What follows belongs to an exercise in optimizing a design on an open flow for small area and a short achievable clock period; a production flow would make more cautious choices. No run shown here included a check of the RTL's function; only the layout flow was run. Power and IR drop assume default switching activity.

==> flow/design.v <==
module CentralProcessingUnit (
  input clock,
  input reset,
  input handInterruptSignalIn,
  input [15:0] IF_memory_read,
  output [15:0] IF_address,
  input [15:0] MEM_memory_read,
  output reg [1:0] MEM_memory_control,
  output reg [15:0] MEM_memory_address,
  output reg [15:0] MEM_target_value,
  output [175:0] register_value
);
localparam [15:0] NOP = 16'h0800;
reg [15:0] fetched;         
reg [15:0] inst;            
reg [15:0] pc;              
reg        inInt;          
reg [3:0]  istate;
reg [3:0]  iindex;
reg [3:0]  handCache;
reg [15:0] aluResult;       
reg        tFlag;
reg        tWriteEnable;
reg [15:0] dataAddress;     
reg [1:0]  dataControl;
reg [3:0]  target3;         
reg [3:0]  target4;         
reg [207:0] regs;           
wire [15:0] selected = inInt ? {8'hF8, istate, iindex} : fetched;
reg [3:0] fa, sa, ta;
reg [2:0] jc;
reg [3:0] decIndex;
reg       decInt, decIntJump;
wire [3:0] p1 = {1'b0, inst[10:8]};
wire [3:0] p2 = {1'b0, inst[7:5]};
wire [3:0] p3 = {1'b0, inst[4:2]};
always @(*) begin
  fa = 0; sa = 0; ta = 4'hf; jc = 0; decIndex = 0; decInt = 0; decIntJump = 0;
  case (inst[15:11])
    5'b01001: begin ta = p1; fa = p1; end                  
    5'b01000: begin ta = p2; fa = p1; end                  
    5'b00010: jc = 3'd1;                                   
    5'b00100: begin jc = 3'd2; fa = p1; end                
    5'b00101: begin jc = 3'd3; fa = p1; end                
    5'b01101: ta = p1;                                     
    5'b10011: begin ta = p2; fa = p1; end                  
    5'b11011: begin fa = p1; sa = p2; end                  
    5'b00000: begin ta = p1; sa = 4'd8; end                
    5'b01110: fa = p1;                                     
    5'b10010: begin ta = p1; sa = 4'd8; end                
    5'b11010: begin fa = p1; sa = 4'd8; end                
    5'b11111: case (inst[7:4])                             
      4'd0: begin decInt = 1; decIndex = inst[3:0]; end
      4'd1: ta = 4'd9;
      4'd2: begin ta = 4'd10; fa = 4'd8; end
      4'd3: ta = 4'd8;
      4'd4: begin fa = 4'd9; sa = 4'd8; end
      4'd5: sa = 4'd8;
      4'd6: begin fa = 4'd10; sa = 4'd8; end
      4'd7: begin decIntJump = 1; fa = 4'd11; end
      default: ;
    endcase
    5'b01100: case (inst[10:8])
      3'b000: jc = 3'd4;                                   
      3'b011: begin ta = 4'd8; sa = 4'd8; end              
      3'b100: begin ta = 4'd8; sa = p2; end                
      default: ;
    endcase
    5'b11101: case (inst[4:0])
      5'b01100: begin ta = p1; fa = p1; sa = p2; end       
      5'b01010: begin fa = p1; sa = p2; end                
      5'b01101: begin ta = p1; fa = p1; sa = p2; end       
      5'b01111: begin ta = p1; sa = p2; end                
      5'b00100: begin ta = p2; fa = p1; sa = p2; end       
      5'b00011: begin fa = p1; sa = p2; end                
      5'b00000: case (inst[7:5])
        3'b000: begin jc = 3'd5; fa = p1; end              
        3'b010: ta = p1;                                   
        3'b110: begin jc = 3'd6; ta = 4'd12; fa = p1; end  
        3'b001: begin jc = 3'd7; fa = 4'd12; end           
        default: ;
      endcase
      default: ;
    endcase
    5'b11110: case (inst[7:0])
      8'h00: begin ta = p1; fa = 4'd11; end                
      8'h01: begin ta = 4'd11; fa = p1; end                
      default: ;
    endcase
    5'b00110: case (inst[1:0])
      2'b00, 2'b11: begin ta = p1; sa = p2; end            
      default: ;
    endcase
    5'b11100: case (inst[1:0])
      2'b11, 2'b01: begin ta = p3; fa = p1; sa = p2; end   
      default: ;
    endcase
    default: ;
  endcase
end
wire [15:0] wbValue = MEM_memory_control[1] ? MEM_memory_read : MEM_target_value;
reg [15:0] rf1, rf2;
integer j;
always @(*) begin
  rf1 = 0; rf2 = 0;
  for (j = 0; j <= 12; j = j + 1) begin
    if (fa == j) rf1 = rf1 | regs[j*16 +: 16];
    if (sa == j) rf2 = rf2 | regs[j*16 +: 16];
  end
end
wire [15:0] op1 = (fa == target3) ? aluResult : (fa == target4) ? wbValue : rf1;
wire [15:0] op2 = (sa == target3) ? aluResult : (sa == target4) ? wbValue : rf2;
wire [15:0] imm8s  = {{8{inst[7]}}, inst[7:0]};
wire [15:0] imm11s = {{5{inst[10]}}, inst[10:0]};
reg jump;
always @(*) begin
  case (jc)
    3'd1: jump = 1;
    3'd2: jump = (op1 == 0);
    3'd3: jump = (op1 != 0);
    3'd4: jump = (tFlag == 0);
    3'd5: jump = 1;
    default: jump = 0;
  endcase
end
wire [15:0] branchTarget = pc + (jc == 3'd1 ? imm11s : imm8s);
wire [15:0] jumpTarget = (jc == 3'd5) ? op1 : branchTarget;
wire [15:0] nextPC = decIntJump ? op1 : (inInt ? pc : (jump ? jumpTarget : pc + 16'd1));
assign IF_address = nextPC;
localparam A_OP1 = 1'b0, A_OP2 = 1'b1;
localparam T_HOLD = 3'd0, T_SUM = 3'd1, T_OP1 = 3'd2, T_OP2 = 3'd3, T_PC = 3'd4,
           T_CONST = 3'd5, T_LOGIC = 3'd6, T_SHIFT = 3'd7;
reg aSel;             
reg bOp2;             
reg inv;              
reg [15:0] imm;
reg [2:0] tSel;
reg [15:0] constVal;
reg [1:0] logicOp;    
reg shRight, shVar;
reg cmpNe, cmpLt;     
reg tweSet;           
reg memOp;            
reg [1:0] memCtl;
reg memHold;          
wire [3:0] shiftImm = inst[4:2] ? {1'b0, inst[4:2]} : 4'd8;
always @(*) begin
  aSel = A_OP1; bOp2 = 0; inv = 0; imm = 0; tSel = T_HOLD; constVal = 0;
  logicOp = 0; shRight = 0; shVar = 0; cmpNe = 0; cmpLt = 0; tweSet = 0;
  memOp = 0; memCtl = 2'b00; memHold = 0;
  case (inst[15:11])
    5'b01001: begin imm = {{8{inst[7]}}, inst[7:0]}; tSel = T_SUM; end             
    5'b01000: begin imm = {{12{inst[3]}}, inst[3:0]}; tSel = T_SUM; end            
    5'b01101: begin tSel = T_CONST; constVal = {8'h00, inst[7:0]}; end             
    5'b11011: begin imm = {{11{inst[4]}}, inst[4:0]}; tSel = T_OP2;                
                    memOp = 1; memCtl = 2'b01; end
    5'b00000: begin aSel = A_OP2; imm = {{8{inst[7]}}, inst[7:0]}; tSel = T_SUM; end  
    5'b01110: begin imm = {{8{inst[7]}}, inst[7:0]}; inv = 1; cmpNe = 1; end       
    5'b11010: begin aSel = A_OP2; imm = {{8{inst[7]}}, inst[7:0]}; tSel = T_OP1;   
                    memOp = 1; memCtl = 2'b01; end
    5'b10011: begin imm = {{11{inst[4]}}, inst[4:0]}; tweSet = 1;                   
                    memOp = 1; memCtl = 2'b10; end
    5'b10010: begin aSel = A_OP2; imm = {{8{inst[7]}}, inst[7:0]}; tweSet = 1;     
                    memOp = 1; memCtl = 2'b10; end
    5'b11111: begin                                                                
      aSel = A_OP2; memHold = 1;
      case (inst[7:4])
        4'd1: tSel = T_PC;
        4'd2: tSel = T_OP1;
        4'd3: begin tSel = T_CONST; constVal = 16'hBF20; end
        4'd4: begin tSel = T_OP1; memOp = 1; memCtl = 2'b01; memHold = 0; end
        4'd5: begin tSel = T_CONST; constVal = {12'h000, inst[3:0]}; imm = 16'd1;
                    memOp = 1; memCtl = 2'b01; memHold = 0; end
        4'd6: begin tSel = T_OP1; imm = 16'd2; memOp = 1; memCtl = 2'b01; memHold = 0; end
        default: ;
      endcase
    end
    5'b01100: case (inst[10:8])
      3'b011: begin aSel = A_OP2; imm = {{8{inst[7]}}, inst[7:0]}; tSel = T_SUM; end  
      3'b100: tSel = T_OP2;                                                        
      default: ;
    endcase
    5'b11101: case (inst[4:0])
      5'b01100: begin tSel = T_LOGIC; logicOp = 0; end                             
      5'b01010: begin bOp2 = 1; inv = 1; cmpNe = 1; end                            
      5'b01101: begin tSel = T_LOGIC; logicOp = 1; end                             
      5'b01111: begin tSel = T_LOGIC; logicOp = 2; end                             
      5'b00100: begin tSel = T_SHIFT; shVar = 1; end                               
      5'b00011: begin bOp2 = 1; inv = 1; cmpLt = 1; end                            
      5'b00000: case (inst[7:5])
        3'b010, 3'b110: tSel = T_PC;                                               
        default: ;
      endcase
      default: ;
    endcase
    5'b11110: case (inst[7:0])
      8'h00, 8'h01: tSel = T_OP1;                                                  
      default: ;
    endcase
    5'b00110: case (inst[1:0])
      2'b00: tSel = T_SHIFT;                                                       
      2'b11: begin tSel = T_SHIFT; shRight = 1; end                                
      default: ;
    endcase
    5'b11100: case (inst[1:0])
      2'b11: begin bOp2 = 1; inv = 1; tSel = T_SUM; end                            
      2'b01: begin bOp2 = 1; tSel = T_SUM; end                                     
      default: ;
    endcase
    default: tweSet = 1;                                                           
  endcase
end
wire [15:0] addA = (aSel == A_OP2) ? op2 : op1;
wire [15:0] addB = (bOp2 ? op2 : imm) ^ {16{inv}};
wire [16:0] sum = {1'b0, addA} + {1'b0, addB} + {16'h0000, inv};
function [15:0] rev16(input [15:0] x);
  integer b;
  for (b = 0; b < 16; b = b + 1) rev16[b] = x[15 - b];
endfunction
wire [15:0] shIn = shRight ? rev16(op2) : op2;
wire [3:0] shAmt = shVar ? op1[3:0] : shiftImm;
wire shZero = shVar & (|op1[15:4]);
wire [15:0] shl = shZero ? 16'h0000 : (shIn << shAmt);
wire [15:0] shOut = shRight ? rev16(shl) : shl;
wire [15:0] logicOut = (logicOp == 2'd0) ? (op1 & op2) : (logicOp == 2'd1) ? (op1 | op2) : ~op2;
reg [15:0] aluNext;
always @(*) begin
  case (tSel)
    T_SUM: aluNext = sum[15:0];
    T_OP1: aluNext = op1;
    T_OP2: aluNext = op2;
    T_PC: aluNext = pc;
    T_CONST: aluNext = constVal;
    T_LOGIC: aluNext = logicOut;
    T_SHIFT: aluNext = shOut;
    default: aluNext = aluResult;
  endcase
  if (tweSet) aluNext = 0;
end
wire cmpResult = cmpLt ? ~sum[16] : (|sum[15:0]);
wire cmp = cmpNe | cmpLt;
wire tNext = (cmp & tWriteEnable) ? cmpResult : tFlag;
wire tweNext = tweSet ? 1'b1 : (cmp ? 1'b0 : tWriteEnable);
wire [15:0] addrNext = memOp ? sum[15:0] : dataAddress;
wire [1:0] ctlNext = memHold ? dataControl : memCtl;
wire handEdge = handCache[0] & handCache[1] & ~handCache[2] & ~handCache[3];
wire intRequest = handEdge | decInt;
always @(posedge clock or negedge reset) begin
  if (!reset) begin
    fetched <= NOP;
    inst <= NOP;
    pc <= 16'hFFFF;
    inInt <= 0;
    istate <= 4'd1;
    iindex <= 0;
    handCache <= 4'b1111;
    aluResult <= 0;
    tFlag <= 0;
    tWriteEnable <= 1;
    dataControl <= 0;
    target3 <= 0;
    target4 <= 0;
    MEM_memory_control <= 0;
    MEM_target_value <= 0;
  end else begin
    fetched <= IF_memory_read;
    inst <= selected;
    pc <= nextPC;
    if (intRequest && !inInt && istate == 4'd1) begin
      iindex <= decIndex;
      inInt <= 1;
    end else if (istate < 4'd10 && inInt) begin
      istate <= istate + 4'd1;
    end else if (istate == 4'd10) begin
      istate <= 4'd1;
      inInt <= 0;
      iindex <= 0;
    end
    handCache <= {handInterruptSignalIn, handCache[3:1]};
    aluResult <= aluNext;
    tFlag <= tNext;
    tWriteEnable <= tweNext;
    dataControl <= ctlNext;
    target3 <= ta;
    target4 <= target3;
    MEM_memory_control <= dataControl;
    MEM_target_value <= aluResult;
  end
end
always @(posedge clock) begin
  dataAddress <= addrNext;
  MEM_memory_address <= dataAddress;
end
wire [15:0] wbGated = reset ? wbValue : 16'h0000;
reg [207:0] regsNext;
integer k;
always @(*) begin
  regsNext = regs;
  for (k = 0; k <= 12; k = k + 1)
    if (target4 == k || !reset) regsNext[k*16 +: 16] = wbGated;
end
always @(posedge clock) regs <= regsNext;
assign register_value = {
  regsNext[0*16 +: 16], regsNext[1*16 +: 16], regsNext[2*16 +: 16], regsNext[3*16 +: 16],
  regsNext[4*16 +: 16], regsNext[5*16 +: 16], regsNext[6*16 +: 16], regsNext[7*16 +: 16],
  regsNext[8*16 +: 16], regsNext[9*16 +: 16], regsNext[10*16 +: 16]
};
endmodule
==> flow/run.sh <==
#!/bin/bash
# synth_recipe.tcl (not shown) runs the flow's synth.tcl, then flattens the netlist and writes it again
# the make line also repeats each setting of config.mk as NAME=value (left out here)
make -C /OpenROAD-flow-scripts/flow DESIGN_CONFIG=/design/flow/config.mk WORK_HOME=/design/flow/orfs CLKGATE_MAP_FILE= SYNTH_SCRIPT=/design/flow/synth_recipe.tcl finish
==> flow/config.mk <==
export PLATFORM = sky130hd
export DESIGN_NAME = CentralProcessingUnit
export DESIGN_NICKNAME = CentralProcessingUnit
export VERILOG_FILES = /design/flow/design.v
export SDC_FILE = /design/flow/constraint.sdc
export NUM_CORES = 4
export LEC_CHECK = 0
export ABC_CLOCK_PERIOD_IN_PS = 6000
export CAP_MARGIN = 20
export CORE_MARGIN = 2
export CORE_UTILIZATION = 40
export PLACE_DENSITY = 0.6
export SETUP_SLACK_MARGIN = 4
export SLEW_MARGIN = 20
==> flow/constraint.sdc <==
create_clock -name core_clock -period 11.0 [get_ports {clock}]
set_input_delay 2.2000 -clock core_clock [delete_from_list [all_inputs] [get_ports {clock}]]
set_output_delay 2.2000 -clock core_clock [all_outputs]
set_load 0.01 [all_outputs]
==> flow_metrics.tcl, run 1 <==
set metrics [dict create \
    status "complete, no violations" \
    pre_cts_ws_ns 1.53 \
    clock_latency_ns 0.60 \
    slew_violations 0 \
    yosysSeqAreaShare 0.361 \
    ctsHoldBuffers 0 \
    cts-root-buf "clkbuf_16" \
    setup-violations-final 0 \
    multi_input_area_um2 14300 \
    slew_headroom 0.247 \
    num_io_pins 261 \
    port_buffers 260 \
    initial_core_util 0.403 \
    ys.flop_type "dfxtp_1" \
    drtAntennaViolNets 0 \
    cp-end-kind "output pin" \
    fmax_ghz 0.121 \
    fill_cells 5049 \
    vias 24100 \
    synthToLayoutAreaGrowth_pct 32.0 \
    rows 86 \
    numClockSinks 347 \
    nets 2935 \
    worst_slew_pin_slew_ns 1.13 \
    cap_viol_max_count 0 \
    via_per_inst 6.62 \
    cts_htree_levels 2 \
    cellPowerDensity_nw_per_um2 155 \
    grt_pass1_vias 22900 \
    grt_max_degree 149 \
    die-width_um 239 \
    layout-drive-gt1-share 0.203 \
    gp_congestion 1.00 \
    path_max_fanout 6 \
    drt_iter0_markers 3024 \
    ys_ff_latch 347 \
    antenna_found_initial 7 \
    syn-num-nets 2605 \
    critPathRequiredTime_ns 8.80 \
    cts_made_buffers 40 \
    hold_viol 0 \
    clkTransAtPathRegs_ns 0.06 \
    crit_type "reg -> out" \
    cp.arrival_ns 6.04 \
    fin_area_um2 29300 \
    fin_crit_sh 0.749 \
    grt_pass1_wl_mm 166 \
    dr.pass1.iters 9 \
    die_height_um 239 \
    hp-class "reg -> reg" \
    routedWlPerCell_um 32.2 \
    worst_clock_skew_ns 0.0342 \
    power_leakage_nw 13.1 \
    synthArstFlopShare 0.308 \
    grt_use_total 0.401 \
    dieArea_um2 57300 \
    whs_ns 0.342 \
    grt-ovfl-total 0 \
    placed_area_um2 25700 \
    cts_tree "built" \
    core_um2 55000 \
    synth_area_per_cell_um2 8.76 \
    clockBufferDepth 3 \
    syn_area_um2 22200 \
    synth_warnings 1 \
    syn_inst 2530 \
    fin_ws_ns 2.76 \
    timing.final.crit_period_ns 8.24 \
    routed_wl_mm 117 \
    fin_setup_tns_ns 0 \
    synthDistinctLibCells 114 \
    final-seq-area_um2 8030 \
    remaining_drc_errors 0 \
    ir_drop_mv 0.175 \
    rsz0062_at_grt "true" \
    start_kind "flop" \
    hpwlAfterDp_mm 86.0 \
    synth_edf_count 48 \
]
[cell type report]
class	instances	share of cell area
sequential	347	0.274
clock buffer	58	0.0407
timing repair buffer	483	0.151
antenna	2	0.000171
multi-input combinational	1953	0.488
tap	748	0.0320
inverter	35	0.00457
clock inverter	16	0.00919
[final timing paths]
kind / slack [ns] / from / depth (start not counted) / to
min in group asynchronous: 1.54 / reset / 1 / aluResult[12]
max in group asynchronous: 8.05 / reset / 3 / handCache[3]
min: 0.34 / dataAddress[10] / 0 / MEM_memory_address[10]
min reg2reg: 0.34 / dataAddress[10] / 0 / MEM_memory_address[10]
max: 2.76 / inst[0] / 25 / IF_address[9]
max reg2reg: 3.56 / inst[14] / 33 / tFlag
[through the flow]
| stage | util | total power [mW] | instances |
|---|---|---|---|
| floorplan | - | 2.28 | 2530 |
| global placement | 0.468 | 2.88 | 3427 |
| detailed placement | 0.468 | 2.89 | 3427 |
| CTS | 0.525 | 4.46 | 3615 |
| global route | 0.532 | 4.68 | 3641 |
| finish | 0.532 | 4.54 | 3642 |
[cells by family (layout without fill, tap and decap cells)]
family	after synthesis	after routing	synth area share
other	0	2	0
muxes	146	146	0.0678
AOI/OAI and AO/OA	860	860	0.297
adders and majority gates	40	40	0.0233
DFF	347	347	0.361
and+or+nand+nor	845	853	0.181
buffers and inverters	238	592	0.0468
xor gates and xnor gates	54	54	0.0227
[flip-flops by register name (all words and copies together) (netlist names), 4 cells and up]
name	count
inst	16
istate	4
target4	4
MEM_target_value	16
regs	208
aluResult	16
handCache	4
iindex	4
fetched	16
pc	16
MEM_memory_address	16
dataAddress	16
target3	4
[power by group]
group          internal [mW]  switching, mW  leakage (nW)
sequential              1.44          0.200          3.32
clock                  0.882          0.604         0.705
combinational          0.592          0.822          9.07
[cell usage after synthesis, drive strengths merged, types with 25 or more instances]
master / number / area [um2]
clkbuf: 151 / 567
nand2: 363 / 1380
inv: 35 / 131
ha: 38 / 475
nand3: 73 / 378
o21ai: 129 / 657
and3: 25 / 161
dfxtp: 192 / 3840
buf: 52 / 339
xnor2: 44 / 400
nor2: 133 / 512
mux2i: 123 / 1240
a22oi: 43 / 333
o211a: 182 / 1820
edfxtp: 48 / 1440
o211ai: 27 / 203
a211oi: 26 / 200
nor2b: 39 / 246
a21oi: 154 / 778
a221oi: 28 / 258
a21o: 37 / 278
nor3: 71 / 365
dfrtp: 83 / 2080
nand4: 36 / 225
a31oi: 33 / 213
[per-layer routing]
metal	wire (um)	global-route usage	up-vias
met2	52900	0.638	1584
met4	6980	0.205	6
met3	11200	0.0819	355
li1	-	-	10200
met1	46300	0.516	11900
met5	35	0	-
[timing repair]
| item | 4_1_cts | 5_1_grt |
|---|---|---|
| buffers inserted | 106 | 25 |
| endpoints found under the setup margin | 45 | 19 |
| cloned | 8 | 0 |
| pin swaps | 57 | 36 |
| gates resized for setup | 239 | 53 |
[cell usage in the layout, fill, tap and decap left out, types with 18 or more instances in the layout]
master             n
mux2i_1          107
mux2_2            21
o21ai_1           18
buf_4            191
xnor2_1           38
a22oi_1           38
and3_1            22
nor2_1           114
clkdlybuf4s50_1  243
clkbuf_16         42
a221oi_1          24
a31oi_1           31
buf_6             19
a211o_1           20
nor3_1            55
a21oi_1          146
nor2b_1           36
nand3_1           68
inv_1             31
nand2_1          350
nand4_1           36
ha_1              33
dfstp_2           23
a21o_1            37
o211ai_1          27
o21ai_0          104
dfxtp_1          192
o211a_1          182
edfxtp_1          48
a211oi_1          21
dfrtp_1           70
[critical path: stages (launching register included)]
cell	delay, ns
dfrtp_2	0.45
buf_6	0.14
ha_4	0.17
or2_4	0.27
a211oi_4	0.28
a311oi_4	0.13
o31ai_4	0.26
buf_12	0.18
buf_12	0.12
nand4_1	0.26
o211ai_1	0.21
o2111ai_1	0.15
or4_4	0.55
a22oi_2	0.15
buf_6	0.15
nand4b_1	0.17
nor3_4	0.24
nand4b_1	0.19
mux2i_4	0.28
buf_6	0.13
buf_4	0.10
nor2_4	0.05
buf_6	0.15
a32o_1	0.22
a211o_1	0.30
buf_2	0.15
==> inputs of run 2 (changes only) <==
--- a/flow/design.v
+++ b/flow/design.v
@@ -27,16 +27,17 @@
 reg [3:0]  target4;         
 reg [207:0] regs;           
 wire [15:0] selected = inInt ? {8'hF8, istate, iindex} : fetched;
-reg [3:0] fa, sa, ta;
-reg [2:0] jc;
-reg [3:0] decIndex;
-reg       decInt, decIntJump;
-wire [3:0] p1 = {1'b0, inst[10:8]};
-wire [3:0] p2 = {1'b0, inst[7:5]};
-wire [3:0] p3 = {1'b0, inst[4:2]};
-always @(*) begin
+function [20:0] decode(input [15:0] i);
+  reg [3:0] fa, sa, ta, p1, p2, p3;
+  reg [2:0] jc;
+  reg [3:0] decIndex;
+  reg decInt, decIntJump;
+  begin
+  p1 = {1'b0, i[10:8]};
+  p2 = {1'b0, i[7:5]};
+  p3 = {1'b0, i[4:2]};
   fa = 0; sa = 0; ta = 4'hf; jc = 0; decIndex = 0; decInt = 0; decIntJump = 0;
-  case (inst[15:11])
+  case (i[15:11])
     5'b01001: begin ta = p1; fa = p1; end                  
     5'b01000: begin ta = p2; fa = p1; end                  
     5'b00010: jc = 3'd1;                                   
@@ -49,8 +50,8 @@
     5'b01110: fa = p1;                                     
     5'b10010: begin ta = p1; sa = 4'd8; end                
     5'b11010: begin fa = p1; sa = 4'd8; end                
-    5'b11111: case (inst[7:4])                             
-      4'd0: begin decInt = 1; decIndex = inst[3:0]; end
+    5'b11111: case (i[7:4])                             
+      4'd0: begin decInt = 1; decIndex = i[3:0]; end
       4'd1: ta = 4'd9;
       4'd2: begin ta = 4'd10; fa = 4'd8; end
       4'd3: ta = 4'd8;
@@ -60,20 +61,20 @@
       4'd7: begin decIntJump = 1; fa = 4'd11; end
       default: ;
     endcase
-    5'b01100: case (inst[10:8])
+    5'b01100: case (i[10:8])
       3'b000: jc = 3'd4;                                   
       3'b011: begin ta = 4'd8; sa = 4'd8; end              
       3'b100: begin ta = 4'd8; sa = p2; end                
       default: ;
     endcase
-    5'b11101: case (inst[4:0])
+    5'b11101: case (i[4:0])
       5'b01100: begin ta = p1; fa = p1; sa = p2; end       
       5'b01010: begin fa = p1; sa = p2; end                
       5'b01101: begin ta = p1; fa = p1; sa = p2; end       
       5'b01111: begin ta = p1; sa = p2; end                
       5'b00100: begin ta = p2; fa = p1; sa = p2; end       
       5'b00011: begin fa = p1; sa = p2; end                
-      5'b00000: case (inst[7:5])
+      5'b00000: case (i[7:5])
         3'b000: begin jc = 3'd5; fa = p1; end              
         3'b010: ta = p1;                                   
         3'b110: begin jc = 3'd6; ta = 4'd12; fa = p1; end  
@@ -82,50 +83,57 @@
       endcase
       default: ;
     endcase
-    5'b11110: case (inst[7:0])
+    5'b11110: case (i[7:0])
       8'h00: begin ta = p1; fa = 4'd11; end                
       8'h01: begin ta = 4'd11; fa = p1; end                
       default: ;
     endcase
-    5'b00110: case (inst[1:0])
+    5'b00110: case (i[1:0])
       2'b00, 2'b11: begin ta = p1; sa = p2; end            
       default: ;
     endcase
-    5'b11100: case (inst[1:0])
+    5'b11100: case (i[1:0])
       2'b11, 2'b01: begin ta = p3; fa = p1; sa = p2; end   
       default: ;
     endcase
     default: ;
   endcase
-end
+  decode = {fa, sa, ta, jc, decIndex, decInt, decIntJump};
+  end
+endfunction
+wire [3:0] fa, sa, ta;
+wire [2:0] jc;
+wire [3:0] decIndex;
+wire decInt, decIntJump;
+assign {fa, sa, ta, jc, decIndex, decInt, decIntJump} = decode(inst);
+wire [20:0] decNext = decode(selected);
+wire [3:0] faNext = decNext[20:17];
 wire [15:0] wbValue = MEM_memory_control[1] ? MEM_memory_read : MEM_target_value;
-reg [15:0] rf1, rf2;
-integer j;
-always @(*) begin
-  rf1 = 0; rf2 = 0;
-  for (j = 0; j <= 12; j = j + 1) begin
-    if (fa == j) rf1 = rf1 | regs[j*16 +: 16];
-    if (sa == j) rf2 = rf2 | regs[j*16 +: 16];
+function [15:0] readReg(input [3:0] a, input [207:0] r);
+  integer j;
+  begin
+    readReg = 0;
+    for (j = 0; j <= 12; j = j + 1)
+      if (a == j) readReg = readReg | r[j*16 +: 16];
   end
-end
-wire [15:0] op1 = (fa == target3) ? aluResult : (fa == target4) ? wbValue : rf1;
+endfunction
+reg [15:0] read1;
+reg byAlu1, byWb1;
+wire [15:0] read1Next = (faNext == target4) ? wbValue : readReg(faNext, regs);
+wire [15:0] rf2 = readReg(sa, regs);
+wire [15:0] op1 = byAlu1 ? aluResult : byWb1 ? wbValue : read1;
 wire [15:0] op2 = (sa == target3) ? aluResult : (sa == target4) ? wbValue : rf2;
 wire [15:0] imm8s  = {{8{inst[7]}}, inst[7:0]};
 wire [15:0] imm11s = {{5{inst[10]}}, inst[10:0]};
-reg jump;
-always @(*) begin
-  case (jc)
-    3'd1: jump = 1;
-    3'd2: jump = (op1 == 0);
-    3'd3: jump = (op1 != 0);
-    3'd4: jump = (tFlag == 0);
-    3'd5: jump = 1;
-    default: jump = 0;
-  endcase
-end
+wire zeroWb = MEM_memory_control[1] ? (MEM_memory_read == 16'h0000) : (MEM_target_value == 16'h0000);
+wire zero1 = byAlu1 ? (aluResult == 16'h0000) : byWb1 ? zeroWb : (read1 == 16'h0000);
+wire condBranch = (jc == 3'd2) | (jc == 3'd3);
+wire takenEarly = (jc == 3'd1) | ((jc == 3'd4) & ~tFlag);
+wire taken = takenEarly | ((jc == 3'd2) & zero1) | ((jc == 3'd3) & ~zero1);
+wire useOp1 = decIntJump | (~inInt & (jc == 3'd5));
 wire [15:0] branchTarget = pc + (jc == 3'd1 ? imm11s : imm8s);
-wire [15:0] jumpTarget = (jc == 3'd5) ? op1 : branchTarget;
-wire [15:0] nextPC = decIntJump ? op1 : (inInt ? pc : (jump ? jumpTarget : pc + 16'd1));
+wire [15:0] seqPC = inInt ? pc : pc + 16'd1;
+wire [15:0] nextPC = useOp1 ? op1 : ((taken & ~inInt) ? branchTarget : seqPC);
 assign IF_address = nextPC;
 localparam A_OP1 = 1'b0, A_OP2 = 1'b1;
 localparam T_HOLD = 3'd0, T_SUM = 3'd1, T_OP1 = 3'd2, T_OP2 = 3'd3, T_PC = 3'd4,
@@ -260,6 +268,8 @@
     dataControl <= 0;
     target3 <= 0;
     target4 <= 0;
+    byAlu1 <= 1;
+    byWb1 <= 1;
     MEM_memory_control <= 0;
     MEM_target_value <= 0;
   end else begin
@@ -283,11 +293,14 @@
     dataControl <= ctlNext;
     target3 <= ta;
     target4 <= target3;
+    byAlu1 <= (faNext == ta);
+    byWb1 <= (faNext == target3);
     MEM_memory_control <= dataControl;
     MEM_target_value <= aluResult;
   end
 end
 always @(posedge clock) begin
+  read1 <= read1Next;
   dataAddress <= addrNext;
   MEM_memory_address <= dataAddress;
 end
==> run 2 against run 1 <==
  * Critical path depth decreased by 10
  * Routed wire length is 12% lower
  * Via count decreased by 3.8%
  * Non-clock buffer count decreased by 79
  * Fmax rose by 13%
  * Die area rose by 1.2%
  * Sequential power hardly changed
  * Clock power is essentially flat
  * Critical endpoint is now IF_address[8]
==> flow_metrics.tcl, run 2 <==
set metrics [dict create \
    reg2reg_depth 21 \
    antenna_found_initial 1 \
    yosysSeqAreaShare 0.373 \
    largest_register_ffs 208 \
    rsz0062_at_grt "true" \
    synthToLayoutAreaGrowth_pct 25.5 \
    cap_viol_max_count 0 \
    via_per_inst 6.42 \
    initial_core_util 0.406 \
    hold_end "MEM_memory_address[1]" \
    rows 86 \
    grt_pass1_vias 21500 \
    clockBufferDepth 3 \
    cp.arrival_ns 5.09 \
    layout_common_cells "nand2_1, clkdlybuf4s50_1, dfxtp_1" \
    grt_pass1_wl_mm 147 \
    dr.pass1.iters 13 \
    cellPowerDensity_nw_per_um2 158 \
    power_leakage_nw 12.7 \
    synth_area_per_cell_um2 8.65 \
    fin_area_um2 28100 \
    status "complete, no violations" \
    die_height_um 241 \
    grt_max_degree 97 \
    gp_congestion 0.992 \
    remaining_drc_errors 0 \
    regToRegStartpoint "inst[12]" \
    synth.most_common_cell "nand2_1" \
    slew_violations 0 \
    drt_iter0_markers 3259 \
    routedWlPerCell_um 28.6 \
    worst_slew_pin_slew_ns 1.25 \
    regMostFlops "regs" \
    port_buffers 260 \
    path_max_fanout 5 \
    worst_clock_skew_ns 0.0346 \
    synth_area_leaders "dfxtp_1, dfrtp_1, o211a_1" \
    vias 23200 \
    start_kind "primary input" \
    r2r_end "tFlag" \
    timing.final.crit_period_ns 7.29 \
    final_common_cell "nand2_1" \
    routed_wl_mm 103 \
    grt_use_total 0.344 \
    syn-num-nets 2667 \
    grt-ovfl-total 0 \
    syn_inst 2592 \
    fin_crit_sh 0.663 \
    clkTransAtPathRegs_ns 0.06 \
    drtAntennaViolNets 0 \
    dieArea_um2 58000 \
    ys.flop_type "dfxtp_1" \
    critPathRequiredTime_ns 8.80 \
    setup-violations-final 0 \
    r2r_slack_ns 4.20 \
    slew_headroom 0.168 \
    layout-drive-gt1-share 0.142 \
    synth_edf_count 48 \
    die-width_um 241 \
    cts_made_buffers 43 \
    yosysTopAreaCell "dfxtp_1" \
    num_io_pins 261 \
    hp-class "reg -> reg" \
    post-route-util 0.509 \
    fmax_ghz 0.137 \
    nets 2902 \
    cts-root-buf "clkbuf_16" \
    crit_type "in -> out" \
    numClockSinks 365 \
    core_um2 55300 \
    cp-end-kind "output pin" \
    hpwlAfterDp_mm 74.1 \
    synthDistinctLibCells 92 \
    ctsHoldBuffers 0 \
    clock_latency_ns 0.61 \
    ir_drop_mv 0.111 \
    synthArstFlopShare 0.299 \
    synth_top_area_share 0.186 \
    syn_area_um2 22400 \
    hold_viol 0 \
    cts_tree "built" \
    placed_area_um2 25900 \
    min-delay-start "dataAddress[1]" \
    fin_setup_tns_ns 0 \
    synth_warnings 1 \
    ys_ff_latch 365 \
    synth_common_cells "nand2_1, dfxtp_1, nor2_1" \
    hold_depth 0 \
    cts_htree_levels 2 \
]
[run 2: changes by cell type after synthesis, sizes merged, moves of 24 or more]
| cell | delta |
|---|---|
| o21ai | +28 |
| nor2 | +49 |
| nor3 | -24 |
| a22o | +29 |
| a211oi | +24 |
| clkbuf | +28 |
[run 2: kinds of logic (layout without fill, tap and decap cells)]
kind of cell	after synthesis	after routing	share of synthesized area
compound gates	866	867	0.292
xor+xnor	69	69	0.0269
fa+ha+maj	47	47	0.0261
buf+inv	270	538	0.0467
flops	365	365	0.373
mux	143	143	0.0678
other cells	0	2	0
simple gates	832	832	0.168
[run 2: per-layer routing]
metal,global-route usage,wire (um),vias to the layer above
met3,0.0812,11400,247
met4,0.118,3970,0
met5,0,0,-
met2,0.514,44000,1440
li1,-,-,10200
met1,0.486,44000,11300
[run 2: what timing repair did]
action,CTS,global route
gates resized for setup,136,45
endpoints found under the hold margin,0,0
setup buffers,44,21
pin swaps,18,19
gates cloned,1,2
setup endpoints to repair,23,21
[run 2: critical path, cell delays in order]
cell             delay, ns
clkdlybuf4s50_1       0.43
nor4_1                0.23
nand4b_1              0.24
a311o_1               0.47
o41ai_4               0.12
mux2i_2               0.32
nor2_2                0.08
nor2_2                0.12
buf_4                 0.13
buf_6                 0.11
buf_6                 0.12
buf_6                 0.10
a211oi_4              0.05
a21oi_2               0.19
buf_2                 0.17
[run 2: worst max-delay path by stage]
| stage | from | to | slack [ns] |
|---|---|---|---|
| floorplan | MEM_memory_read[4] | IF_address[6] | 4.17 |
| global placement | MEM_memory_read[3] | IF_address[4] | 2.69 |
| detailed placement | MEM_memory_read[4] | IF_address[4] | 2.63 |
| CTS | MEM_memory_read[13] | IF_address[2] | 3.70 |
| global route | MEM_memory_read[4] | pc[10] | 3.59 |
| finish | MEM_memory_read[9] | IF_address[8] | 3.71 |
[run 2: cell type report]
cell class,count,area (um2)
multi-input combinational,1958,13500
clock buffer,57,1190
fill,5231,27200
antenna,2,5.00
inverter,55,206
sequential,365,8380
clock inverter,22,244
timing repair buffer,404,3730
tap,748,936
[run 2: where the power goes]
group / internal [mW] / switching (mW) / total, mW
registers: 1.49 / 0.177 / 1.67
clock network: 0.861 / 0.631 / 1.49
logic: 0.544 / 0.736 / 1.28
[run 2: per-stage QoR]
stage	power [mW]	setup WS (ns)	hold WS, ns	cells
6_report	4.44	3.71	0.339	3611
5_1_grt	4.58	3.59	0.346	3609
4_1_cts	4.36	3.70	0.340	3586
3_5_place_dp	2.78	2.63	0.328	3462
3_3_place_gp	2.77	2.69	0.324	3462
2_1_floorplan	2.24	4.17	0.323	2592
==> inputs of run 3 (changes only) <==
--- a/flow/design.v
+++ b/flow/design.v
@@ -121,19 +121,26 @@
 reg byAlu1, byWb1;
 wire [15:0] read1Next = (faNext == target4) ? wbValue : readReg(faNext, regs);
 wire [15:0] rf2 = readReg(sa, regs);
-wire [15:0] op1 = byAlu1 ? aluResult : byWb1 ? wbValue : read1;
 wire [15:0] op2 = (sa == target3) ? aluResult : (sa == target4) ? wbValue : rf2;
 wire [15:0] imm8s  = {{8{inst[7]}}, inst[7:0]};
 wire [15:0] imm11s = {{5{inst[10]}}, inst[10:0]};
-wire zeroWb = MEM_memory_control[1] ? (MEM_memory_read == 16'h0000) : (MEM_target_value == 16'h0000);
-wire zero1 = byAlu1 ? (aluResult == 16'h0000) : byWb1 ? zeroWb : (read1 == 16'h0000);
-wire condBranch = (jc == 3'd2) | (jc == 3'd3);
+wire selM1 = ~byAlu1 & byWb1 & MEM_memory_control[1];        
+wire [15:0] op1Early = byAlu1 ? aluResult : byWb1 ? MEM_target_value : read1;
+wire [15:0] op1 = selM1 ? MEM_memory_read : op1Early;
+wire zeroEarly = (op1Early == 16'h0000);
+wire nonzeroM = |MEM_memory_read;
+wire isBeqz = (jc == 3'd2);
+wire isBnez = (jc == 3'd3);
 wire takenEarly = (jc == 3'd1) | ((jc == 3'd4) & ~tFlag);
-wire taken = takenEarly | ((jc == 3'd2) & zero1) | ((jc == 3'd3) & ~zero1);
+wire takenIfZero = takenEarly | isBeqz;
+wire takenIfNonzero = takenEarly | isBnez;
+wire takenE = zeroEarly ? takenIfZero : takenIfNonzero;
+wire taken = selM1 ? (nonzeroM ? takenIfNonzero : takenIfZero) : takenE;
 wire useOp1 = decIntJump | (~inInt & (jc == 3'd5));
 wire [15:0] branchTarget = pc + (jc == 3'd1 ? imm11s : imm8s);
 wire [15:0] seqPC = inInt ? pc : pc + 16'd1;
-wire [15:0] nextPC = useOp1 ? op1 : ((taken & ~inInt) ? branchTarget : seqPC);
+wire [15:0] pcEarly = useOp1 ? op1Early : ((taken & ~inInt) ? branchTarget : seqPC);
+wire [15:0] nextPC = (useOp1 & selM1) ? MEM_memory_read : pcEarly;
 assign IF_address = nextPC;
 localparam A_OP1 = 1'b0, A_OP2 = 1'b1;
 localparam T_HOLD = 3'd0, T_SUM = 3'd1, T_OP1 = 3'd2, T_OP2 = 3'd3, T_PC = 3'd4,
==> flow/flow/run.sh (new file) <==
#!/bin/bash
# Standard layout, run whole; its output goes to standard.log here.
set -e
bash standard.sh > standard.log 2>&1
==> flow/standard.sh (new file) <==
#!/bin/bash
# synth_recipe.tcl (not shown) runs the flow's synth.tcl, then flattens the netlist and writes it again
# the make line also repeats each setting of config.mk as NAME=value (left out here)
make -C /OpenROAD-flow-scripts/flow DESIGN_CONFIG=/design/flow/config.mk WORK_HOME=/design/flow/orfs CLKGATE_MAP_FILE= SYNTH_SCRIPT=/design/flow/synth_recipe.tcl "${@:-finish}"
removed: flow/run.sh
==> run 3 against run 2 <==
  * Utilization shrank 1.2 points
  * Combinational power shrank 15%
  * Routed wire length rose by 1.9%
  * Clock skew fell by 0.0064 ns
  * Still clean
==> flow_metrics.tcl, run 3 <==
set metrics [dict create \
    cp-end-kind "output pin" \
    fmax_ghz 0.146 \
    hpwlAfterDp_mm 79.2 \
    slew_violations 0 \
    rows 87 \
    antenna_found_initial 3 \
    r2r_slack_ns 4.34 \
    placed_area_um2 26300 \
    dr.pass1.iters 6 \
    path_max_fanout 5 \
    setup-violations-final 0 \
    remaining_drc_errors 0 \
    synth_area_per_cell_um2 8.85 \
    cts_tree "built" \
    hold_viol 0 \
    numClockSinks 365 \
    hp-class "reg -> reg" \
    worst_clock_skew_ns 0.0282 \
    die-width_um 243 \
    cts-root-buf "clkbuf_16" \
    fin_crit_sh 0.624 \
    syn_inst 2583 \
    final_common_cell "nand2_1" \
    hold_depth 0 \
    synth_area_leaders "dfxtp_1, dfrtp_1, o211a_1" \
    crit_type "in -> out" \
    ys_ff_latch 365 \
    vias 23000 \
    ir_drop_mv 0.138 \
    drt_iter0_markers 2802 \
    fin_area_um2 28000 \
    status "complete, no violations" \
    syn-num-nets 2658 \
    rsz0062_at_grt "true" \
    power_leakage_nw 12.6 \
    syn_area_um2 22800 \
    clock_latency_ns 0.61 \
    gp_congestion 0.980 \
    slew_headroom 0.214 \
    clkTransAtPathRegs_ns 0.06 \
    worst_slew_pin_slew_ns 1.17 \
    cap_viol_max_count 0 \
    start_kind "primary input" \
    largest_register_ffs 208 \
    drtAntennaViolNets 0 \
    regMostFlops "regs" \
    synth_top_area_share 0.182 \
    grt_use_total 0.343 \
    critPathRequiredTime_ns 8.80 \
    die_height_um 243 \
    core_um2 56400 \
    via_per_inst 6.43 \
    initial_core_util 0.405 \
    cp.arrival_ns 4.66 \
    yosysTopAreaCell "dfxtp_1" \
    dieArea_um2 59000 \
    timing.final.crit_period_ns 6.86 \
    routedWlPerCell_um 29.5 \
    synth_common_cells "nand2_1, dfxtp_1, o211a_1" \
    synthArstFlopShare 0.299 \
    synthToLayoutAreaGrowth_pct 22.7 \
    synth_warnings 1 \
    routed_wl_mm 105 \
    layout_common_cells "nand2_1, clkdlybuf4s50_1, dfxtp_1" \
    reg2reg_depth 24 \
    grt_max_degree 91 \
    grt_pass1_wl_mm 152 \
    cts_made_buffers 43 \
    layout-drive-gt1-share 0.129 \
    yosysSeqAreaShare 0.366 \
    cellPowerDensity_nw_per_um2 151 \
    num_io_pins 261 \
    synthDistinctLibCells 102 \
    grt-ovfl-total 0 \
    grt_pass1_vias 21900 \
    ys.flop_type "dfxtp_1" \
    cts_htree_levels 2 \
    synth.most_common_cell "nand2_1" \
    clockBufferDepth 3 \
    nets 2858 \
    port_buffers 260 \
    fin_setup_tns_ns 0 \
    synth_edf_count 48 \
    post-route-util 0.497 \
]
[run 3: cell type report]
class / instances / area (um2)
clock buffer: 57 / 1210
tap: 756 / 946
timing repair buffer: 360 / 3330
sequential: 365 / 8370
clock inverter: 23 / 229
multi-input combinational: 1970 / 13800
inverter: 43 / 161
antenna: 1 / 2.50
fill: 5409 / 28400
[run 3: critical path: stages]
cell,delay [ns]
dlygate4sd2_1,0.29
nor4_2,0.29
nand4_1,0.17
mux2i_4,0.33
and3_1,0.23
nor3_2,0.07
nor2_4,0.18
buf_2,0.22
nor2_1,0.07
a211oi_1,0.20
a21oi_1,0.08
dlygate4sd2_1,0.33
[run 3: worst paths after layout]
check | from | endpoint
max | MEM_memory_read[13] | IF_address[8]
min | dataAddress[12] | MEM_memory_address[12]
max reg2reg | inst[6] | tFlag
min reg2reg | dataAddress[12] | MEM_memory_address[12]
max in group asynchronous | reset | inst[5]
min in group asynchronous | reset | tFlag
[run 3: where the power goes]
part           leakage (nW)  switching, mW  internal (mW)  total, mW
Clock                 0.709          0.627          0.852       1.48
Combinational          8.43          0.661          0.434       1.09
Sequential             3.47          0.164           1.49       1.66
Total                  12.6           1.45           2.78       4.23
[run 3: per-stage QoR]
step           power [mW]  setup WS [ns]  cells  hold slack (ns)
2_1_floorplan        2.24           4.65   2583            0.323
3_3_place_gp         2.74           2.99   3477            0.325
3_5_place_dp         2.75           2.96   3477            0.327
4_1_cts              4.22           4.02   3565            0.340
5_1_grt              4.38           4.00   3574            0.348
6_report             4.23           4.14   3575            0.338
[run 3: kinds of logic after synthesis]
| family | count (synthesis) | share of synthesized area |
|---|---|---|
| buffers and inverters | 248 | 0.0444 |
| adder cells (fa/ha/maj) | 40 | 0.0226 |
| AND/OR/NAND/NOR | 840 | 0.170 |
| XOR/XNOR | 69 | 0.0268 |
| flip-flops | 365 | 0.366 |
| multiplexers | 167 | 0.0821 |
| AO/OA/AOI/OAI | 854 | 0.288 |
[run 3: repair_timing]
action	in CTS	in global routing
setup endpoints to repair	22	21
cloned	3	0
buffers inserted	5	8
pin swaps	9	9
hold buffers	0	0
gates resized for setup	61	24
[run 3: routing by layer]
metal / track usage / share of wire / vias to the layer above
li1: - / - / 10100
met1: 0.468 / 0.43 / 11300
met2: 0.534 / 0.44 / 1305
met3: 0.0715 / 0.089 / 231
met4: 0.125 / 0.039 / 4
met5: 0 / 0.00021 / -
==> inputs of run 4 (changes only) <==
==> flow/flow/run.sh (replaced) <==
#!/bin/bash
# The standard layout, with the port buffers made from the smallest buffer cell
# instead of ORFS's default pick (a delay cell). Every port still gets a buffer.
set -e
export BUFFER_PORTS_ARGS="-buffer_cell sky130_fd_sc_hd__buf_1"
bash standard.sh > standard.log 2>&1
--- a/flow/config.mk
+++ b/flow/config.mk
@@ -5,10 +5,11 @@
 export SDC_FILE = /design/flow/constraint.sdc
 export NUM_CORES = 4
 export LEC_CHECK = 0
-export ABC_CLOCK_PERIOD_IN_PS = 6000
+export ABC_AREA = 1
 export CAP_MARGIN = 20
 export CORE_MARGIN = 2
-export CORE_UTILIZATION = 40
+export CORE_UTILIZATION = 50
+export CTS_BUF_LIST = sky130_fd_sc_hd__clkbuf_8
 export PLACE_DENSITY = 0.6
 export SETUP_SLACK_MARGIN = 4
 export SLEW_MARGIN = 20
==> run 4 against run 3 <==
  * Largest power group unchanged
  * Global-route usage increased by 9.3 points
  * Non-clock buffer count is 47 lower
  * Sequential share of layout area increased by 4.2 points
  * Register-to-register slack about the same
  * Synthesized area down 6.1%
  * Clock power decreased by 9%
  * Largest cell class unchanged
  * Combinational power increased by 28%
  * Total power increased by 6.8%
==> flow_metrics.tcl, run 4 <==
set metrics [dict create \
    status "complete, no violations" \
    crit_path_top_delay_cell "nor2_1" \
    clkTransAtPathRegs_ns 0.05 \
    ys_ff_latch 365 \
    rows 75 \
    die_height_um 211 \
    slew_headroom 0.198 \
    ys.flop_type "dfxtp_1" \
    drtAntennaViolNets 0 \
    hp-class "reg -> reg" \
    via_per_inst 6.26 \
    synth_warnings 1 \
    dieArea_um2 44600 \
    cp.arrival_ns 4.84 \
    routed_wl_mm 99.8 \
    startpoint "reset" \
    fin_area_um2 24500 \
    cts_tree "built" \
    syn_area_um2 21400 \
    grt-ovfl-total 0 \
    cp_top_family "buffers and inverters" \
    worst_slew_pin_slew_ns 1.19 \
    placed_area_um2 22900 \
    reg2reg_depth 45 \
    yosysTopAreaCell "dfxtp_1" \
    layout-drive-gt1-share 0.0875 \
    cap_viol_max_count 0 \
    cp_slowest_stage_delay_ns 0.56 \
    cts_made_buffers 61 \
    syn_inst 3073 \
    yosysSeqAreaShare 0.390 \
    num_io_pins 261 \
    synth.most_common_cell "nand2_1" \
    nets 3403 \
    crit_buf_inv 5 \
    clockBufferDepth 3 \
    grt_pass1_wl_mm 144 \
    synth_edf_count 48 \
    r2r_slack_ns 4.34 \
    r2r_end "tFlag" \
    whs_ns 0.341 \
    synth_top_area_share 0.194 \
    hold_depth 0 \
    fmax_ghz 0.142 \
    cp-end-kind "output pin" \
    clock_latency_ns 0.74 \
    syn-num-nets 3148 \
    hold_viol 0 \
    final_common_cell "nand2_1" \
    synth_area_per_cell_um2 6.98 \
    diodes 0 \
    cts-root-buf "clkbuf_8" \
    regToRegStartpoint "inst[0]" \
    grt_pass1_vias 22200 \
    cellPowerDensity_nw_per_um2 184 \
    synthDistinctLibCells 72 \
    synthToLayoutAreaGrowth_pct 14.4 \
    synth_common_cells "nand2_1, o21ai_0, inv_1" \
    worst_clock_skew_ns 0.0422 \
    start_kind "primary input" \
    setup-violations-final 0 \
    initial_core_util 0.509 \
    dr.pass1.iters 9 \
    slew_violations 0 \
    cts_htree_levels 2 \
    path_max_fanout 50 \
    ir_drop_mv 0.140 \
    endpoint "register_value[68]" \
    fin_crit_sh 0.640 \
    layout_common_cells "nand2_1, o21ai_0, inv_1" \
    rsz0062_at_grt "true" \
    timing.final.crit_period_ns 7.04 \
    crit_type "in -> out" \
    power_leakage_nw 10.6 \
    core_um2 42100 \
    antenna_found_initial 2 \
    synth_area_leaders "dfxtp_1, nand2_1, dfrtp_1" \
    die-width_um 211 \
    numClockSinks 365 \
    vias 24500 \
    port_buffers 260 \
    fin_setup_tns_ns 0 \
    regMostFlops "regs" \
    grt_use_total 0.436 \
    hpwlAfterDp_mm 77.1 \
    critPathRequiredTime_ns 8.80 \
    synthArstFlopShare 0.299 \
    gp_congestion 1.06 \
    routedWlPerCell_um 25.5 \
    drt_iter0_markers 4112 \
    largest_register_ffs 208 \
    crit_cells 7 \
    remaining_drc_errors 0 \
    grt_max_degree 64 \
    path_cells "clkbuf_8 > clkinv_1 > buf_4 > nor2_1 > inv_1 > o21ai_0 > buf_1" \
]
## run 4: cell types whose count changed in the layout (fill, tap and decap cells not counted), sizes merged, moves of 36 or more
| cell | change |
|---|---|
| clkdlybuf4s50 | -227 |
| a22oi | -90 |
| nand3 | +162 |
| nand2 | +421 |
| nor2b | -36 |
| inv | +360 |
| mux2 | -39 |
| nor2 | +66 |
| buf | +211 |
| mux2i | -114 |
| o21ai | +290 |
| o211a | -177 |
## run 4: worst min path at each step
stage                              start                    end  slack, ns
after floorplan           dataAddress[0]  MEM_memory_address[0]       0.32
after global placement    dataAddress[1]  MEM_memory_address[1]       0.32
after detailed placement  dataAddress[1]  MEM_memory_address[1]       0.33
after CTS                 dataAddress[5]  MEM_memory_address[5]       0.34
after global routing      dataAddress[3]  MEM_memory_address[3]       0.35
final                     dataAddress[5]  MEM_memory_address[5]       0.34
## run 4: metal layers
layer | routed length [um] | share of wire | track usage
met1 | 41100 | 0.41 | 0.622
met2 | 39700 | 0.40 | 0.598
met3 | 15100 | 0.15 | 0.164
met4 | 3890 | 0.039 | 0.149
met5 | 27 | 0.00027 | 0
## run 4: power by group
part / switching [mW] / total (mW) / internal, mW
sequential: 0.209 / 1.79 / 1.58
combinational: 1.01 / 1.40 / 0.390
clock: 0.625 / 1.34 / 0.712
## run 4: logic make-up (layout without fill, tap and decap cells)
logic type / Yosys count / after routing / share of synthesized area
AO/OA/AOI/OAI: 732 / 732 / 0.196
XOR/XNOR: 50 / 50 / 0.0208
adder cells (fa/ha/maj): 40 / 40 / 0.0240
buffers and inverters: 518 / 824 / 0.0928
flip-flops: 365 / 365 / 0.390
multiplexers: 2 / 2 / 0.000992
AND/OR/NAND/NOR: 1366 / 1368 / 0.276
## run 4: final cells by class
cell class | instances | area, um2
Clock buffer | 74 | 1020
Clock inverter | 42 | 320
Fill cell | 4076 | 17600
Inverter | 395 | 1500
Multi-Input combinational cell | 2192 | 11300
Sequential cell | 365 | 8370
Tap cell | 539 | 674
Timing Repair Buffer | 313 | 1400
## run 4: through the flow
stage / total power [mW] / cells / worst slack, ns / util
after floorplan: 2.53 / 3073 / 5.02 / -
after global placement: 3.10 / 3785 / 3.39 / 0.543
after detailed placement: 3.12 / 3786 / 3.33 / 0.544
after CTS: 4.44 / 3903 / 4.00 / 0.577
after global routing: 4.69 / 3920 / 3.82 / 0.582
final: 4.52 / 3920 / 3.96 / 0.582
## run 4: timing repair
item / in CTS / in global routing
hold buffers: 0 / 0
gates resized for setup: 6 / 21
buffers inserted: 0 / 16
cloned: 1 / 1
pin swaps: 1 / 6
endpoints found under the hold margin: 0 / 0
endpoints found under the setup margin: 25 / 20
==> inputs of run 5 (changes only) <==
--- a/flow/design.v
+++ b/flow/design.v
@@ -117,15 +117,15 @@
       if (a == j) readReg = readReg | r[j*16 +: 16];
   end
 endfunction
-reg [15:0] read1;
+reg [3:0] faReg;
 reg byAlu1, byWb1;
-wire [15:0] read1Next = (faNext == target4) ? wbValue : readReg(faNext, regs);
+wire [15:0] rf1 = readReg(faReg, regs);
 wire [15:0] rf2 = readReg(sa, regs);
 wire [15:0] op2 = (sa == target3) ? aluResult : (sa == target4) ? wbValue : rf2;
 wire [15:0] imm8s  = {{8{inst[7]}}, inst[7:0]};
 wire [15:0] imm11s = {{5{inst[10]}}, inst[10:0]};
 wire selM1 = ~byAlu1 & byWb1 & MEM_memory_control[1];        
-wire [15:0] op1Early = byAlu1 ? aluResult : byWb1 ? MEM_target_value : read1;
+wire [15:0] op1Early = byAlu1 ? aluResult : byWb1 ? MEM_target_value : rf1;
 wire [15:0] op1 = selM1 ? MEM_memory_read : op1Early;
 wire zeroEarly = (op1Early == 16'h0000);
 wire nonzeroM = |MEM_memory_read;
@@ -228,15 +228,17 @@
 wire [15:0] addA = (aSel == A_OP2) ? op2 : op1;
 wire [15:0] addB = (bOp2 ? op2 : imm) ^ {16{inv}};
 wire [16:0] sum = {1'b0, addA} + {1'b0, addB} + {16'h0000, inv};
-function [15:0] rev16(input [15:0] x);
-  integer b;
-  for (b = 0; b < 16; b = b + 1) rev16[b] = x[15 - b];
-endfunction
-wire [15:0] shIn = shRight ? rev16(op2) : op2;
-wire [3:0] shAmt = shVar ? op1[3:0] : shiftImm;
+wire [3:0] shK = shVar ? op1[3:0] : shiftImm;
+wire [3:0] shRot = shRight ? (4'd0 - shK) : shK;
+wire [31:0] shDouble = {op2, op2} << shRot;
+wire [15:0] shRotated = shDouble[31:16];
 wire shZero = shVar & (|op1[15:4]);
-wire [15:0] shl = shZero ? 16'h0000 : (shIn << shAmt);
-wire [15:0] shOut = shRight ? rev16(shl) : shl;
+reg [15:0] shMask;
+integer m;
+always @(*)
+  for (m = 0; m < 16; m = m + 1)
+    shMask[m] = ~shZero & (shRight ? (m + shK < 16) : (m >= shK));
+wire [15:0] shOut = shRotated & shMask;
 wire [15:0] logicOut = (logicOp == 2'd0) ? (op1 & op2) : (logicOp == 2'd1) ? (op1 | op2) : ~op2;
 reg [15:0] aluNext;
 always @(*) begin
@@ -277,6 +279,7 @@
     target4 <= 0;
     byAlu1 <= 1;
     byWb1 <= 1;
+    faReg <= 0;
     MEM_memory_control <= 0;
     MEM_target_value <= 0;
   end else begin
@@ -301,13 +304,13 @@
     target3 <= ta;
     target4 <= target3;
     byAlu1 <= (faNext == ta);
+    faReg <= faNext;
     byWb1 <= (faNext == target3);
     MEM_memory_control <= dataControl;
     MEM_target_value <= aluResult;
   end
 end
 always @(posedge clock) begin
-  read1 <= read1Next;
   dataAddress <= addrNext;
   MEM_memory_address <= dataAddress;
 end
--- a/flow/config.mk
+++ b/flow/config.mk
@@ -11,5 +11,5 @@
 export CORE_UTILIZATION = 50
 export CTS_BUF_LIST = sky130_fd_sc_hd__clkbuf_8
 export PLACE_DENSITY = 0.6
-export SETUP_SLACK_MARGIN = 4
+export SETUP_SLACK_MARGIN = 5
 export SLEW_MARGIN = 20
==> run 5 against run 4 <==
  * Still clean
  * Synthesized area decreased by 1.8%
  * Largest cell class unchanged
  * Non-clock buffer count increased by 84
  * Global-route usage decreased by 1.2 points
  * Fmax increased by 5.6%
  * Critical endpoint is now IF_address[13]
  * First-iteration DRC count decreased by 17%
  * Flip-flop and latch count decreased by 12
  * Total power decreased by 5.2%
  * Clock power decreased by 6%
  * Utilization increased by 3.5 points
  * Setup slack improved by 0.37 ns
==> flow_metrics.tcl, run 5 <==
set metrics [dict create \
    routedWlPerCell_um 23.8 \
    nets 3474 \
    syn-num-nets 3131 \
    synth_compound_area_frac 0.185 \
    fill_cells 3896 \
    status "complete, no violations" \
    via_per_inst 6.07 \
    p_int_mw 2.61 \
    synth_warnings 1 \
    cap_viol_max_count 0 \
    synth_edf_count 48 \
    fin_setup_tns_ns 0 \
    cellPowerDensity_nw_per_um2 166 \
    yosysSeqAreaShare 0.387 \
    power_frac_comb 0.313 \
    fmax_ghz 0.150 \
    clkPwrFrac 0.294 \
    switching_share 0.390 \
    drtAntennaViolNets 0 \
    synth_common_cells "nand2_1, o21ai_0, inv_1" \
    vias 24200 \
    ctsHoldBuffers 0 \
    slew_headroom 0.279 \
    gp_congestion 1.08 \
    setup-violations-final 0 \
    path_common_cell "nand2_1" \
    synth_area_leaders "dfxtp_1, nand2_1, dfrtp_1" \
    yosysTopAreaCell "dfxtp_1" \
    worst_slew_pin_slew_ns 1.08 \
    largest_register_ffs 208 \
    synthDistinctLibCells 70 \
    cp_slowest_stage_delay_ns 0.46 \
    diodes 0 \
    placed_area_um2 22500 \
    drt_iter0_markers 3409 \
    power.switching_mw 1.67 \
    slew_violations 0 \
    routed_wl_mm 95.0 \
    initial_core_util 0.505 \
    layout_common_cells "nand2_1, inv_1, o21ai_0" \
    post-route-util 0.618 \
    grt_max_degree 65 \
    ys_ff_latch 353 \
    synth_xor_area_frac 0.0216 \
    syn_inst 3053 \
    grt_pass1_wl_mm 140 \
    hp-class "reg -> reg" \
    synth_area_per_cell_um2 6.90 \
    synthMuxAreaShare 0.000475 \
    timing.final.crit_period_ns 6.67 \
    worst_clock_skew_ns 0.0515 \
    crit_path_top_delay_cell "dfrtp_2" \
    path_max_fanout 6 \
    synth-simple-area-share 0.291 \
    cp.arrival_ns 4.47 \
    layout-drive-gt1-share 0.156 \
    final_cells 3984 \
    synth_top_area_share 0.182 \
    clkTransAtPathRegs_ns 0.06 \
    synthAdderAreaFrac 0.0262 \
    path_cells "inv_1 > nor2_2 > nand2_2 > o22ai_1 > a211oi_2 > nand4_1 > o21ai_1 > nand2_1 > nor3_4 > nand3_4 > a21oi_4 > o21ai_4 > nand2_4 > clkinvlp_4 > nand2_1 > nand3_1 > o21ai_1 > nand2_1 > buf_2" \
    clock_latency_ns 0.73 \
    numClockSinks 353 \
    remaining_drc_errors 0 \
    dp.cells 3761 \
    port_buffers 260 \
    cts_tree "built" \
    dr.pass1.iters 7 \
    whs_ns 0.340 \
    final_common_cell "nand2_1" \
    regMostFlops "regs" \
    antenna_found_initial 1 \
    cp-end-kind "output pin" \
    syn_area_um2 21100 \
    core_um2 41800 \
    num_io_pins 261 \
    cts_made_buffers 60 \
    grt-ovfl-total 0 \
    dieArea_um2 43800 \
    rows 75 \
    pwr-share-seq 0.393 \
    hpwlAfterDp_mm 70.4 \
    power_leakage_nw 11.2 \
    synthArstFlopShare 0.320 \
    cts-root-buf "clkbuf_8" \
    die_height_um 209 \
    die-width_um 209 \
    synth_top_family_by_area "simple AND/OR/NAND/NOR gates" \
    ir_drop_mv 0.186 \
    ys.flop_type "dfxtp_1" \
    clockBufferDepth 3 \
    rsz0062_at_grt "true" \
    grt_use_total 0.424 \
    fin_crit_sh 0.606 \
    synth.most_common_cell "nand2_1" \
    crit_type "reg -> out" \
    cts_htree_levels 2 \
    hold_viol 0 \
    start_kind "flop" \
    critPathRequiredTime_ns 8.80 \
    grt_pass1_vias 22700 \
    synthToLayoutAreaGrowth_pct 22.4 \
    fin_area_um2 25800 \
]
## run 5: area by class of cell
| type | count | area (um2) | area share |
|---|---|---|---|
| Clock buffer | 65 | 895 | 0.0347 |
| Sequential cell | 353 | 8160 | 0.316 |
| Clock inverter | 46 | 348 | 0.0135 |
| Inverter | 363 | 1480 | 0.0572 |
| Tap cell | 539 | 674 | 0.0261 |
| Timing Repair inverter | 1 | 7.51 | 0.000291 |
| Multi-Input combinational cell | 2220 | 11900 | 0.463 |
| Timing Repair Buffer | 397 | 2280 | 0.0886 |
## run 5: metrics by stage
| step | setup slack (ns) | total power [mW] |
|---|---|---|
| 2_1_floorplan | 5.20 | 2.36 |
| 3_3_place_gp | 2.98 | 2.81 |
| 3_5_place_dp | 3.34 | 2.83 |
| 4_1_cts | 4.47 | 4.17 |
| 5_1_grt | 4.16 | 4.46 |
| 6_report | 4.33 | 4.28 |
## run 5: kinds of logic after synthesis
group           after synthesis
simple gates               1443
buf+inv                     484
mux                           1
flops                       353
xor+xnor                     52
fa+ha+maj                    43
compound gates              677
## run 5: worst paths after layout
check	from	end	slack, ns	cells after the start
max	faReg[2]	IF_address[13]	4.33	19
min	dataAddress[9]	MEM_memory_address[9]	0.34	0
max reg2reg	inst[15]	tFlag	4.97	35
min reg2reg	dataAddress[9]	MEM_memory_address[9]	0.34	0
max in group asynchronous	reset	inst[15]	8.40	2
min in group asynchronous	reset	istate[1]	1.39	1
## run 5: per-layer routing
metal,global-route usage,routed length (um),vias to the layer above
li1,-,-,10900
met1,0.523,35200,11200
met2,0.671,42000,1684
met3,0.0805,9850,416
met4,0.299,7870,0
met5,0,0,-
## run 5: critical path: cells and delay by family (launching register included)
family,cells,cell delay [ns]
AOI/OAI and AO/OA,6,1.29
buffers and inverters,3,0.41
and+or+nand+nor,10,1.61
DFF,1,0.46
## run 5: timing repair
| item | 4_1_cts | 5_1_grt |
|---|---|---|
| endpoints found under the hold margin | 0 | 0 |
| gates resized for setup | 246 | 149 |
| pin swaps | 64 | 68 |
| gates cloned | 6 | 1 |
| buffers inserted | 71 | 34 |
| endpoints found under the setup margin | 197 | 187 |
## run 5: power by group through the flow
stage               logic, mW  clock network, mW  registers (mW)
CTS                      1.24               1.26            1.67
global route             1.44               1.32            1.69
detailed placement       1.14                  0            1.69
floorplan               0.732                  0            1.63
finish                   1.34               1.26            1.68
global placement         1.12                  0            1.69

[what the ideal ports hide]
The flow's constraints put no driver on any port. The routed layouts listed below were extracted and timed again, unchanged, in two steps.
Step 1 sets driving cells, clkbuf_16 on the clock port and buf_2 on the other inputs (assumed; they add their load-dependent delay and slew).
Step 2 adds t to the input delays and takes it off the output delays; t is the mean of the earliest and latest rising clock arrival at the registers after step 1. Input paths then give back, and output paths get back, about the clock's delay inside the block.
Slacks: ideal ports / drivers / drivers and shift; pairs: ideal ports / drivers.
run | t (ns) | slack for setup (ns) | worst setup path at the end | clock arrival spread, ns
run 1 | 0.649 | 2.758 / 2.696 / 2.790 | input to output | 0.036 / 0.035
run 2 | 0.651 | 3.707 / 3.676 / 3.122 | input to register | 0.034 / 0.035
run 3 | 0.655 | 4.138 / 4.097 / 3.863 | input to register | 0.029 / 0.029
run 4 | 0.781 | 3.955 / 3.923 / 3.923 | input to output | 0.042 / 0.042
run 5 | 0.762 | 4.330 / 4.277 / 4.489 | input to register | 0.059 / 0.060
After both steps every run listed still meets setup and hold. The setup slack of run 2, which loses most, moves by -0.031 ns with the drivers and by -0.585 ns with both steps.
